Source: an optimization exercise on an open RTL-to-GDS flow (aim: small area, a short achievable clock period and few clock cycles per item). Production flows keep margins and buffers that such runs may drop. For this run, only the layout was checked, not whether the RTL still works. Power is estimated from default activity; no workload was simulated.

==> design.v <==
module brick_sort
   (
    clk,
    rst,
    src_tvalid,
    src_tready,
    src_tdata_raw,
    dest_tvalid,
    dest_tready,
    dest_tdata_raw
    );
   parameter NUM_ELEMS = 16;
   parameter DATA_WIDTH = 8;
   input   clk;
   input   rst;
   input   src_tvalid;
   output  src_tready;
   input [DATA_WIDTH*NUM_ELEMS-1:0] src_tdata_raw;
   output                 dest_tvalid;
   input                  dest_tready;
   output [DATA_WIDTH*NUM_ELEMS-1:0] dest_tdata_raw;
   reg [127:0] r1, r2, r3, r4, r5, r6, r7, r8, r9;
   reg [127:0] ro;
   wire [127:0] s0_0;
   wire s0_0_c0 = src_tdata_raw[7:0] > src_tdata_raw[111:104];
   assign s0_0[7:0] = s0_0_c0 ? src_tdata_raw[111:104] : src_tdata_raw[7:0];
   assign s0_0[111:104] = s0_0_c0 ? src_tdata_raw[7:0] : src_tdata_raw[111:104];
   wire s0_0_c1 = src_tdata_raw[15:8] > src_tdata_raw[103:96];
   assign s0_0[15:8] = s0_0_c1 ? src_tdata_raw[103:96] : src_tdata_raw[15:8];
   assign s0_0[103:96] = s0_0_c1 ? src_tdata_raw[15:8] : src_tdata_raw[103:96];
   wire s0_0_c2 = src_tdata_raw[23:16] > src_tdata_raw[127:120];
   assign s0_0[23:16] = s0_0_c2 ? src_tdata_raw[127:120] : src_tdata_raw[23:16];
   assign s0_0[127:120] = s0_0_c2 ? src_tdata_raw[23:16] : src_tdata_raw[127:120];
   wire s0_0_c3 = src_tdata_raw[31:24] > src_tdata_raw[119:112];
   assign s0_0[31:24] = s0_0_c3 ? src_tdata_raw[119:112] : src_tdata_raw[31:24];
   assign s0_0[119:112] = s0_0_c3 ? src_tdata_raw[31:24] : src_tdata_raw[119:112];
   wire s0_0_c4 = src_tdata_raw[39:32] > src_tdata_raw[71:64];
   assign s0_0[39:32] = s0_0_c4 ? src_tdata_raw[71:64] : src_tdata_raw[39:32];
   assign s0_0[71:64] = s0_0_c4 ? src_tdata_raw[39:32] : src_tdata_raw[71:64];
   wire s0_0_c5 = src_tdata_raw[47:40] > src_tdata_raw[55:48];
   assign s0_0[47:40] = s0_0_c5 ? src_tdata_raw[55:48] : src_tdata_raw[47:40];
   assign s0_0[55:48] = s0_0_c5 ? src_tdata_raw[47:40] : src_tdata_raw[55:48];
   wire s0_0_c7 = src_tdata_raw[63:56] > src_tdata_raw[95:88];
   assign s0_0[63:56] = s0_0_c7 ? src_tdata_raw[95:88] : src_tdata_raw[63:56];
   assign s0_0[95:88] = s0_0_c7 ? src_tdata_raw[63:56] : src_tdata_raw[95:88];
   wire s0_0_c9 = src_tdata_raw[79:72] > src_tdata_raw[87:80];
   assign s0_0[79:72] = s0_0_c9 ? src_tdata_raw[87:80] : src_tdata_raw[79:72];
   assign s0_0[87:80] = s0_0_c9 ? src_tdata_raw[79:72] : src_tdata_raw[87:80];
   wire [127:0] s1_0;
   wire s1_0_c0 = r1[7:0] > r1[47:40];
   assign s1_0[7:0] = s1_0_c0 ? r1[47:40] : r1[7:0];
   assign s1_0[47:40] = s1_0_c0 ? r1[7:0] : r1[47:40];
   wire s1_0_c1 = r1[15:8] > r1[63:56];
   assign s1_0[15:8] = s1_0_c1 ? r1[63:56] : r1[15:8];
   assign s1_0[63:56] = s1_0_c1 ? r1[15:8] : r1[63:56];
   wire s1_0_c2 = r1[23:16] > r1[79:72];
   assign s1_0[23:16] = s1_0_c2 ? r1[79:72] : r1[23:16];
   assign s1_0[79:72] = s1_0_c2 ? r1[23:16] : r1[79:72];
   wire s1_0_c3 = r1[31:24] > r1[39:32];
   assign s1_0[31:24] = s1_0_c3 ? r1[39:32] : r1[31:24];
   assign s1_0[39:32] = s1_0_c3 ? r1[31:24] : r1[39:32];
   wire s1_0_c6 = r1[55:48] > r1[111:104];
   assign s1_0[55:48] = s1_0_c6 ? r1[111:104] : r1[55:48];
   assign s1_0[111:104] = s1_0_c6 ? r1[55:48] : r1[111:104];
   wire s1_0_c8 = r1[71:64] > r1[119:112];
   assign s1_0[71:64] = s1_0_c8 ? r1[119:112] : r1[71:64];
   assign s1_0[119:112] = s1_0_c8 ? r1[71:64] : r1[119:112];
   wire s1_0_c10 = r1[87:80] > r1[127:120];
   assign s1_0[87:80] = s1_0_c10 ? r1[127:120] : r1[87:80];
   assign s1_0[127:120] = s1_0_c10 ? r1[87:80] : r1[127:120];
   wire s1_0_c11 = r1[95:88] > r1[103:96];
   assign s1_0[95:88] = s1_0_c11 ? r1[103:96] : r1[95:88];
   assign s1_0[103:96] = s1_0_c11 ? r1[95:88] : r1[103:96];
   wire [127:0] s2_0;
   wire s2_0_c0 = r2[7:0] > r2[15:8];
   assign s2_0[7:0] = s2_0_c0 ? r2[15:8] : r2[7:0];
   assign s2_0[15:8] = s2_0_c0 ? r2[7:0] : r2[15:8];
   wire s2_0_c2 = r2[23:16] > r2[31:24];
   assign s2_0[23:16] = s2_0_c2 ? r2[31:24] : r2[23:16];
   assign s2_0[31:24] = s2_0_c2 ? r2[23:16] : r2[31:24];
   wire s2_0_c4 = r2[39:32] > r2[47:40];
   assign s2_0[39:32] = s2_0_c4 ? r2[47:40] : r2[39:32];
   assign s2_0[47:40] = s2_0_c4 ? r2[39:32] : r2[47:40];
   wire s2_0_c6 = r2[55:48] > r2[71:64];
   assign s2_0[55:48] = s2_0_c6 ? r2[71:64] : r2[55:48];
   assign s2_0[71:64] = s2_0_c6 ? r2[55:48] : r2[71:64];
   wire s2_0_c7 = r2[63:56] > r2[79:72];
   assign s2_0[63:56] = s2_0_c7 ? r2[79:72] : r2[63:56];
   assign s2_0[79:72] = s2_0_c7 ? r2[63:56] : r2[79:72];
   wire s2_0_c10 = r2[87:80] > r2[95:88];
   assign s2_0[87:80] = s2_0_c10 ? r2[95:88] : r2[87:80];
   assign s2_0[95:88] = s2_0_c10 ? r2[87:80] : r2[95:88];
   wire s2_0_c12 = r2[103:96] > r2[111:104];
   assign s2_0[103:96] = s2_0_c12 ? r2[111:104] : r2[103:96];
   assign s2_0[111:104] = s2_0_c12 ? r2[103:96] : r2[111:104];
   wire s2_0_c14 = r2[119:112] > r2[127:120];
   assign s2_0[119:112] = s2_0_c14 ? r2[127:120] : r2[119:112];
   assign s2_0[127:120] = s2_0_c14 ? r2[119:112] : r2[127:120];
   wire [127:0] s3_0;
   wire s3_0_c0 = r3[7:0] > r3[23:16];
   assign s3_0[7:0] = s3_0_c0 ? r3[23:16] : r3[7:0];
   assign s3_0[23:16] = s3_0_c0 ? r3[7:0] : r3[23:16];
   wire s3_0_c1 = r3[15:8] > r3[31:24];
   assign s3_0[15:8] = s3_0_c1 ? r3[31:24] : r3[15:8];
   assign s3_0[31:24] = s3_0_c1 ? r3[15:8] : r3[31:24];
   wire s3_0_c4 = r3[39:32] > r3[87:80];
   assign s3_0[39:32] = s3_0_c4 ? r3[87:80] : r3[39:32];
   assign s3_0[87:80] = s3_0_c4 ? r3[39:32] : r3[87:80];
   wire s3_0_c5 = r3[47:40] > r3[95:88];
   assign s3_0[47:40] = s3_0_c5 ? r3[95:88] : r3[47:40];
   assign s3_0[95:88] = s3_0_c5 ? r3[47:40] : r3[95:88];
   wire s3_0_c6 = r3[55:48] > r3[63:56];
   assign s3_0[55:48] = s3_0_c6 ? r3[63:56] : r3[55:48];
   assign s3_0[63:56] = s3_0_c6 ? r3[55:48] : r3[63:56];
   wire s3_0_c8 = r3[71:64] > r3[79:72];
   assign s3_0[71:64] = s3_0_c8 ? r3[79:72] : r3[71:64];
   assign s3_0[79:72] = s3_0_c8 ? r3[71:64] : r3[79:72];
   wire s3_0_c12 = r3[103:96] > r3[119:112];
   assign s3_0[103:96] = s3_0_c12 ? r3[119:112] : r3[103:96];
   assign s3_0[119:112] = s3_0_c12 ? r3[103:96] : r3[119:112];
   wire s3_0_c13 = r3[111:104] > r3[127:120];
   assign s3_0[111:104] = s3_0_c13 ? r3[127:120] : r3[111:104];
   assign s3_0[127:120] = s3_0_c13 ? r3[111:104] : r3[127:120];
   wire [127:0] s4_0;
   wire s4_0_c1 = r4[15:8] > r4[23:16];
   assign s4_0[15:8] = s4_0_c1 ? r4[23:16] : r4[15:8];
   assign s4_0[23:16] = s4_0_c1 ? r4[15:8] : r4[23:16];
   wire s4_0_c3 = r4[31:24] > r4[103:96];
   assign s4_0[31:24] = s4_0_c3 ? r4[103:96] : r4[31:24];
   assign s4_0[103:96] = s4_0_c3 ? r4[31:24] : r4[103:96];
   wire s4_0_c4 = r4[39:32] > r4[55:48];
   assign s4_0[39:32] = s4_0_c4 ? r4[55:48] : r4[39:32];
   assign s4_0[55:48] = s4_0_c4 ? r4[39:32] : r4[55:48];
   wire s4_0_c5 = r4[47:40] > r4[63:56];
   assign s4_0[47:40] = s4_0_c5 ? r4[63:56] : r4[47:40];
   assign s4_0[63:56] = s4_0_c5 ? r4[47:40] : r4[63:56];
   wire s4_0_c8 = r4[71:64] > r4[87:80];
   assign s4_0[71:64] = s4_0_c8 ? r4[87:80] : r4[71:64];
   assign s4_0[87:80] = s4_0_c8 ? r4[71:64] : r4[87:80];
   wire s4_0_c9 = r4[79:72] > r4[95:88];
   assign s4_0[79:72] = s4_0_c9 ? r4[95:88] : r4[79:72];
   assign s4_0[95:88] = s4_0_c9 ? r4[79:72] : r4[95:88];
   wire s4_0_c13 = r4[111:104] > r4[119:112];
   assign s4_0[111:104] = s4_0_c13 ? r4[119:112] : r4[111:104];
   assign s4_0[119:112] = s4_0_c13 ? r4[111:104] : r4[119:112];
   assign s4_0[7:0] = r4[7:0];
   assign s4_0[127:120] = r4[127:120];
   wire [127:0] s5_0;
   wire s5_0_c1 = r5[15:8] > r5[39:32];
   assign s5_0[15:8] = s5_0_c1 ? r5[39:32] : r5[15:8];
   assign s5_0[39:32] = s5_0_c1 ? r5[15:8] : r5[39:32];
   wire s5_0_c2 = r5[23:16] > r5[55:48];
   assign s5_0[23:16] = s5_0_c2 ? r5[55:48] : r5[23:16];
   assign s5_0[55:48] = s5_0_c2 ? r5[23:16] : r5[55:48];
   wire s5_0_c5 = r5[47:40] > r5[71:64];
   assign s5_0[47:40] = s5_0_c5 ? r5[71:64] : r5[47:40];
   assign s5_0[71:64] = s5_0_c5 ? r5[47:40] : r5[71:64];
   wire s5_0_c7 = r5[63:56] > r5[87:80];
   assign s5_0[63:56] = s5_0_c7 ? r5[87:80] : r5[63:56];
   assign s5_0[87:80] = s5_0_c7 ? r5[63:56] : r5[87:80];
   wire s5_0_c9 = r5[79:72] > r5[111:104];
   assign s5_0[79:72] = s5_0_c9 ? r5[111:104] : r5[79:72];
   assign s5_0[111:104] = s5_0_c9 ? r5[79:72] : r5[111:104];
   wire s5_0_c11 = r5[95:88] > r5[119:112];
   assign s5_0[95:88] = s5_0_c11 ? r5[119:112] : r5[95:88];
   assign s5_0[119:112] = s5_0_c11 ? r5[95:88] : r5[119:112];
   assign s5_0[7:0] = r5[7:0];
   assign s5_0[31:24] = r5[31:24];
   assign s5_0[103:96] = r5[103:96];
   assign s5_0[127:120] = r5[127:120];
   wire [127:0] s6_0;
   wire s6_0_c2 = r6[23:16] > r6[39:32];
   assign s6_0[23:16] = s6_0_c2 ? r6[39:32] : r6[23:16];
   assign s6_0[39:32] = s6_0_c2 ? r6[23:16] : r6[39:32];
   wire s6_0_c3 = r6[31:24] > r6[55:48];
   assign s6_0[31:24] = s6_0_c3 ? r6[55:48] : r6[31:24];
   assign s6_0[55:48] = s6_0_c3 ? r6[31:24] : r6[55:48];
   wire s6_0_c9 = r6[79:72] > r6[103:96];
   assign s6_0[79:72] = s6_0_c9 ? r6[103:96] : r6[79:72];
   assign s6_0[103:96] = s6_0_c9 ? r6[79:72] : r6[103:96];
   wire s6_0_c11 = r6[95:88] > r6[111:104];
   assign s6_0[95:88] = s6_0_c11 ? r6[111:104] : r6[95:88];
   assign s6_0[111:104] = s6_0_c11 ? r6[95:88] : r6[111:104];
   assign s6_0[7:0] = r6[7:0];
   assign s6_0[15:8] = r6[15:8];
   assign s6_0[47:40] = r6[47:40];
   assign s6_0[63:56] = r6[63:56];
   assign s6_0[71:64] = r6[71:64];
   assign s6_0[87:80] = r6[87:80];
   assign s6_0[119:112] = r6[119:112];
   assign s6_0[127:120] = r6[127:120];
   wire [127:0] s7_0;
   wire s7_0_c3 = r7[31:24] > r7[47:40];
   assign s7_0[31:24] = s7_0_c3 ? r7[47:40] : r7[31:24];
   assign s7_0[47:40] = s7_0_c3 ? r7[31:24] : r7[47:40];
   wire s7_0_c6 = r7[55:48] > r7[71:64];
   assign s7_0[55:48] = s7_0_c6 ? r7[71:64] : r7[55:48];
   assign s7_0[71:64] = s7_0_c6 ? r7[55:48] : r7[71:64];
   wire s7_0_c7 = r7[63:56] > r7[79:72];
   assign s7_0[63:56] = s7_0_c7 ? r7[79:72] : r7[63:56];
   assign s7_0[79:72] = s7_0_c7 ? r7[63:56] : r7[79:72];
   wire s7_0_c10 = r7[87:80] > r7[103:96];
   assign s7_0[87:80] = s7_0_c10 ? r7[103:96] : r7[87:80];
   assign s7_0[103:96] = s7_0_c10 ? r7[87:80] : r7[103:96];
   assign s7_0[7:0] = r7[7:0];
   assign s7_0[15:8] = r7[15:8];
   assign s7_0[23:16] = r7[23:16];
   assign s7_0[39:32] = r7[39:32];
   assign s7_0[95:88] = r7[95:88];
   assign s7_0[111:104] = r7[111:104];
   assign s7_0[119:112] = r7[119:112];
   assign s7_0[127:120] = r7[127:120];
   wire [127:0] s8_0;
   wire s8_0_c3 = r8[31:24] > r8[39:32];
   assign s8_0[31:24] = s8_0_c3 ? r8[39:32] : r8[31:24];
   assign s8_0[39:32] = s8_0_c3 ? r8[31:24] : r8[39:32];
   wire s8_0_c5 = r8[47:40] > r8[55:48];
   assign s8_0[47:40] = s8_0_c5 ? r8[55:48] : r8[47:40];
   assign s8_0[55:48] = s8_0_c5 ? r8[47:40] : r8[55:48];
   wire s8_0_c7 = r8[63:56] > r8[71:64];
   assign s8_0[63:56] = s8_0_c7 ? r8[71:64] : r8[63:56];
   assign s8_0[71:64] = s8_0_c7 ? r8[63:56] : r8[71:64];
   wire s8_0_c9 = r8[79:72] > r8[87:80];
   assign s8_0[79:72] = s8_0_c9 ? r8[87:80] : r8[79:72];
   assign s8_0[87:80] = s8_0_c9 ? r8[79:72] : r8[87:80];
   wire s8_0_c11 = r8[95:88] > r8[103:96];
   assign s8_0[95:88] = s8_0_c11 ? r8[103:96] : r8[95:88];
   assign s8_0[103:96] = s8_0_c11 ? r8[95:88] : r8[103:96];
   assign s8_0[7:0] = r8[7:0];
   assign s8_0[15:8] = r8[15:8];
   assign s8_0[23:16] = r8[23:16];
   assign s8_0[111:104] = r8[111:104];
   assign s8_0[119:112] = r8[119:112];
   assign s8_0[127:120] = r8[127:120];
   wire [127:0] s9_0;
   wire s9_0_c6 = r9[55:48] > r9[63:56];
   assign s9_0[55:48] = s9_0_c6 ? r9[63:56] : r9[55:48];
   assign s9_0[63:56] = s9_0_c6 ? r9[55:48] : r9[63:56];
   wire s9_0_c8 = r9[71:64] > r9[79:72];
   assign s9_0[71:64] = s9_0_c8 ? r9[79:72] : r9[71:64];
   assign s9_0[79:72] = s9_0_c8 ? r9[71:64] : r9[79:72];
   assign s9_0[7:0] = r9[7:0];
   assign s9_0[15:8] = r9[15:8];
   assign s9_0[23:16] = r9[23:16];
   assign s9_0[31:24] = r9[31:24];
   assign s9_0[39:32] = r9[39:32];
   assign s9_0[47:40] = r9[47:40];
   assign s9_0[87:80] = r9[87:80];
   assign s9_0[95:88] = r9[95:88];
   assign s9_0[103:96] = r9[103:96];
   assign s9_0[111:104] = r9[111:104];
   assign s9_0[119:112] = r9[119:112];
   assign s9_0[127:120] = r9[127:120];
   wire [127:0] sorted = s9_0;
   reg v1, v2, v3, v4, v5, v6, v7, v8, v9;
   reg t1, t2, t3, t4, t5, t6, t7, t8, t9;
   reg rot;         
   reg ro_valid;
   wire front_v = v9;
   wire front_t = t9;
   wire ro_free = !ro_valid || dest_tready;
   wire exit_ok = front_v && (!rot || front_t) && ro_free;
   wire wrap = front_v && !exit_ok;
   wire rot_n = rot ? !exit_ok : wrap;
   wire ro_valid_n = ro_free ? exit_ok : ro_valid;
   reg rdy_free, rdy_tr;
   assign src_tready = !rst && (rdy_free || (rdy_tr && dest_tready));
   assign dest_tvalid = !rst && ro_valid;
   assign dest_tdata_raw = ro;
   wire take = src_tvalid && src_tready;
   always @(posedge clk) begin
      r1 <= wrap ? sorted : s0_0;
      r2 <= s1_0;
      r3 <= s2_0;
      r4 <= s3_0;
      r5 <= s4_0;
      r6 <= s5_0;
      r7 <= s6_0;
      r8 <= s7_0;
      r9 <= s8_0;
      if (ro_free) ro <= sorted;
      t1 <= wrap && (!rot || front_t);
      t2 <= t1;
      t3 <= t2;
      t4 <= t3;
      t5 <= t4;
      t6 <= t5;
      t7 <= t6;
      t8 <= t7;
      t9 <= t8;
      if (rst) begin
         v1 <= 1'b0;
         v2 <= 1'b0;
         v3 <= 1'b0;
         v4 <= 1'b0;
         v5 <= 1'b0;
         v6 <= 1'b0;
         v7 <= 1'b0;
         v8 <= 1'b0;
         v9 <= 1'b0;
         rot <= 1'b0;
         ro_valid <= 1'b0;
         rdy_free <= 1'b1;
         rdy_tr <= 1'b1;
      end else begin
         v1 <= wrap || take;
         v2 <= v1;
         v3 <= v2;
         v4 <= v3;
         v5 <= v4;
         v6 <= v5;
         v7 <= v6;
         v8 <= v7;
         v9 <= v8;
         rot <= rot_n;
         ro_valid <= ro_valid_n;
         rdy_free <= !rot_n && !(v8 && ro_valid_n);
         rdy_tr <= !rot_n;
      end
   end
endmodule
==> run.sh <==
#!/bin/bash
# synth_recipe.tcl (not shown) runs the flow's synth.tcl, then flattens the netlist and writes it again
# the make line also repeats each setting of config.mk as NAME=value (left out here)
make -C /OpenROAD-flow-scripts/flow DESIGN_CONFIG=/design/flow/config.mk WORK_HOME=/design/flow/orfs CLKGATE_MAP_FILE= SYNTH_SCRIPT=/design/flow/synth_recipe.tcl finish
==> config.mk <==
export PLATFORM = sky130hd
export DESIGN_NAME = brick_sort
export DESIGN_NICKNAME = brick_sort
export VERILOG_FILES = /design/flow/design.v
export SDC_FILE = /design/flow/constraint.sdc
export NUM_CORES = 4
export LEC_CHECK = 0
export CAP_MARGIN = 20
export CORE_MARGIN = 2
export CORE_UTILIZATION = 40
export SETUP_SLACK_MARGIN = 3.3
export SLEW_MARGIN = 20
==> constraint.sdc <==
create_clock -name core_clock -period 6.0 [get_ports {clk}]
set_input_delay 1.2000 -clock core_clock [delete_from_list [all_inputs] [get_ports {clk}]]
set_output_delay 1.2000 -clock core_clock [all_outputs]
set_load 0.01 [all_outputs]
==> summary.txt <==
==> state kept, by name, summed over array words and instances (netlist names), 128 cells and up <==
| name | count |
|---|---|
| r3 | 128 |
| r5 | 128 |
| r7 | 128 |
| r9 | 128 |
| ro | 128 |
| r6 | 128 |
| r4 | 128 |
| r2 | 128 |
| r1 | 128 |
| r8 | 128 |
==> routing by layer <==
metal	share of wire	track usage
met1	0.46	0.310
met2	0.45	0.361
met3	0.052	0.0347
met4	0.045	0.100
met5	0.000043	0
==> Yosys cell counts (5+ instances only) <==
library cell and count:
buf_6 22, nor2_1 187, o211ai_1 24, buf_4 43, a21oi_1 166, o21ai_2 5
o21ai_0 175, a31oi_1 96, buf_2 48, mux2_2 620, o21ai_1 69, a211o_1 6
a21o_1 16, ha_1 480, o21a_1 50, mux2_4 164, a211oi_2 6, dfxtp_1 1174
nand4_1 115, nor4_1 76, clkbuf_1 17, inv_1 482, nor2b_1 78, and4_1 16
a211oi_1 80, a21oi_2 34, mux2i_1 34, nand2b_1 14, nand3_1 112, edfxtp_1 128
nand2_1 81, o31a_4 16, nor3_1 16, and2_1 16, o221a_2 32
==> worst max-delay path: cells and delay by family <==
kind	cells	cell delay (ns)
buffers and inverters	2	0.21
and+or+nand+nor	1	0.04
AOI/OAI and AO/OA	1	0.15
==> path summary, 6_finish.rpt <==
| path | cells after the start | start | slack [ns] | to |
|---|---|---|---|---|
| worst max-delay path | 4 | dest_tready | 3.20 | src_tready |
| worst max register to register | 8 | r9[59] | 3.32 | r1[58] |
| worst min-delay path | 0 | r7[93] | 0.31 | r8[93] |
| worst min register to register | 0 | r7[93] | 0.31 | r8[93] |
==> what timing repair did <==
action / in CTS / in global routing
gates cloned: 3 / 3
pin swaps: 10 / 40
setup endpoints to repair: 269 / 199
setup buffers: 13 / 57
gates resized for setup: 264 / 83
==> layout make-up <==
class,count,area [sq um]
antenna,12,30.0
clock buffer,193,4020
clock inverter,56,594
fill,12300,70800
inverter,482,1810
multi-input combinational,2822,25600
sequential,1302,27400
tap,1781,2230
timing repair buffer,351,3350
==> logic make-up after synthesis <==
kind of cell | synth area share
DFF | 0.498
muxes | 0.178
AOI/OAI and AO/OA | 0.0945
and+or+nand+nor | 0.0710
buffers and inverters | 0.0492
adders and majority gates | 0.109
==> stage by stage <==
stage	worst slack, ns	hold slack (ns)
6_report	3.20	0.314
3_5_place_dp	2.06	0.312
4_1_cts	3.08	0.316
2_1_floorplan	2.26	0.310
3_3_place_gp	2.13	0.310
5_1_grt	3.19	0.319
==> power breakdown <==
group / internal [W] / total, W / leakage (nW) / switching, W
registers: 0.0134 / 0.0171 / 11.3 / 0.00369
clock network: 0.00498 / 0.00858 / 2.27 / 0.00360
logic: 0.0109 / 0.0211 / 14.8 / 0.0102
==> reports/qor.csv <==
metric,value,unit
status,"complete, no violations",
die_h,375,um
clockRootBuffer,clkbuf_16,
tritoncts.num_buffers,138,
stdcell_count,6999,
powerDensity,720,nW/um^2
fp.coreArea,136000,sq um
avgRoutedWirePerCell,23.5,um
end_kind,output port,
drc,0,
cap_violations,0,
critPathSlowestCell,a21oi_4,
drtPass1Iterations,5,
gp_routability_congestion,0.934,
timing.slew.headroom,0.319,
cts.sinks,1302,
synth_top_flop_cell,dfxtp_1,
start_util,0.405,
ios,262,
syn_area,54900,sq um
ys_ff_latch,1302,
track_usage,0.229,
dpl.hpwl,129000,um
row_count,135,
vias,36800,
first_global_vias,35800,
cp_max_fo,2,
die_w,375,um
grt_overflow,0,
cpPeakStageDelay,0.15,ns
async_flop_share,0,
clock_latency,0.77,ns
crit_arrival,1.60,ns
htreeDepth,4,
irDropWorstVdd,0.287,mV
portBuffers,261,
p_leak,28.3,nW
drive_gt1_frac,0.252,
syn_inst,4735,
fin_tns_setup,0,ns
crit_type,input port to output port,
fin_total_pwr,0.0468,W
wl,165000,um
max_slew.worst_pin.slew,1.01,ns
synthTopCellsByArea,"dfxtp_1 43%, mux2_2 13%, ha_1 11%",
drt_iter0_markers,3030,
crit_required,4.80,ns
synth_edf_count,128,
post-route-min-period,2.80,ns
num-nets-final,5709,
hold_viol_final,0,
die-area,140000,sq um
ys_seq_area_frac,0.498,
drtAntennaViolNets,0,
clk_pin_slew,0.06,ns
hold_buffers,0,
yosysWarnings,1,
final_area,65000,sq um
synthToLayoutAreaGrowth,18.3,%
setup_viol_count_final,0,
synth.distinct_cells,49,
antenna_found_initial,21,
grt_pass1_wl,236000,um
finalCritPeriodShare,0.467,
slew_violations,0,
hp-class,flip-flop to flip-flop,
final_cell_mix,"1167 x dfxtp_1, 620 x mux2_2, 481 x inv_1",
synth_top_cell_area_share,0.428,
start_kind,input port,
vias_per_cell,5.26,
postSynthAreaPerCell,11.6,sq um
clk_path_buf_depth,3,
rsz0062_at_grt,yes,
path_cells,buf_8 -> a21oi_4 -> nor2_4 -> buf_6,
synth_fp_nets,5347,
yosysTopAreaCell,dfxtp_1,
cts_tree,done,
placed_cells,6662,
grt_max_degree,78,
finalClockSkew,0.0241,ns
fin_util,0.479,
place_area,59100,sq um
fmax,357,MHz
final_common_cell,dfxtp_1,

-- port drivers added, routing unchanged --
Ports are ideal in the flow. The routed layout listed here was re-timed in OpenROAD. Step 1 sets driving cells, clkbuf_16 on the clock port and buf_2 on the other inputs (assumed; they add their load-dependent delay and slew). Step 2 adds t to the input delays and takes it off the output delays; t is the mean of the earliest and latest rising clock arrival at the registers after step 1. Input paths then give back, and output paths get back, about the clock's delay inside the block. a / b / c = ideal / step 1 / step 2; a / b = the first two.
shift t [ns]: 0.835
setup WS [ns]: 3.197 / 3.156 / 2.477
worst setup path at the end: input to register
worst data-port slew with drivers (ns): 0.15
After both steps this run still meets setup and hold. The setup slack of this run moves by -0.041 ns with the drivers and by -0.720 ns with both steps.
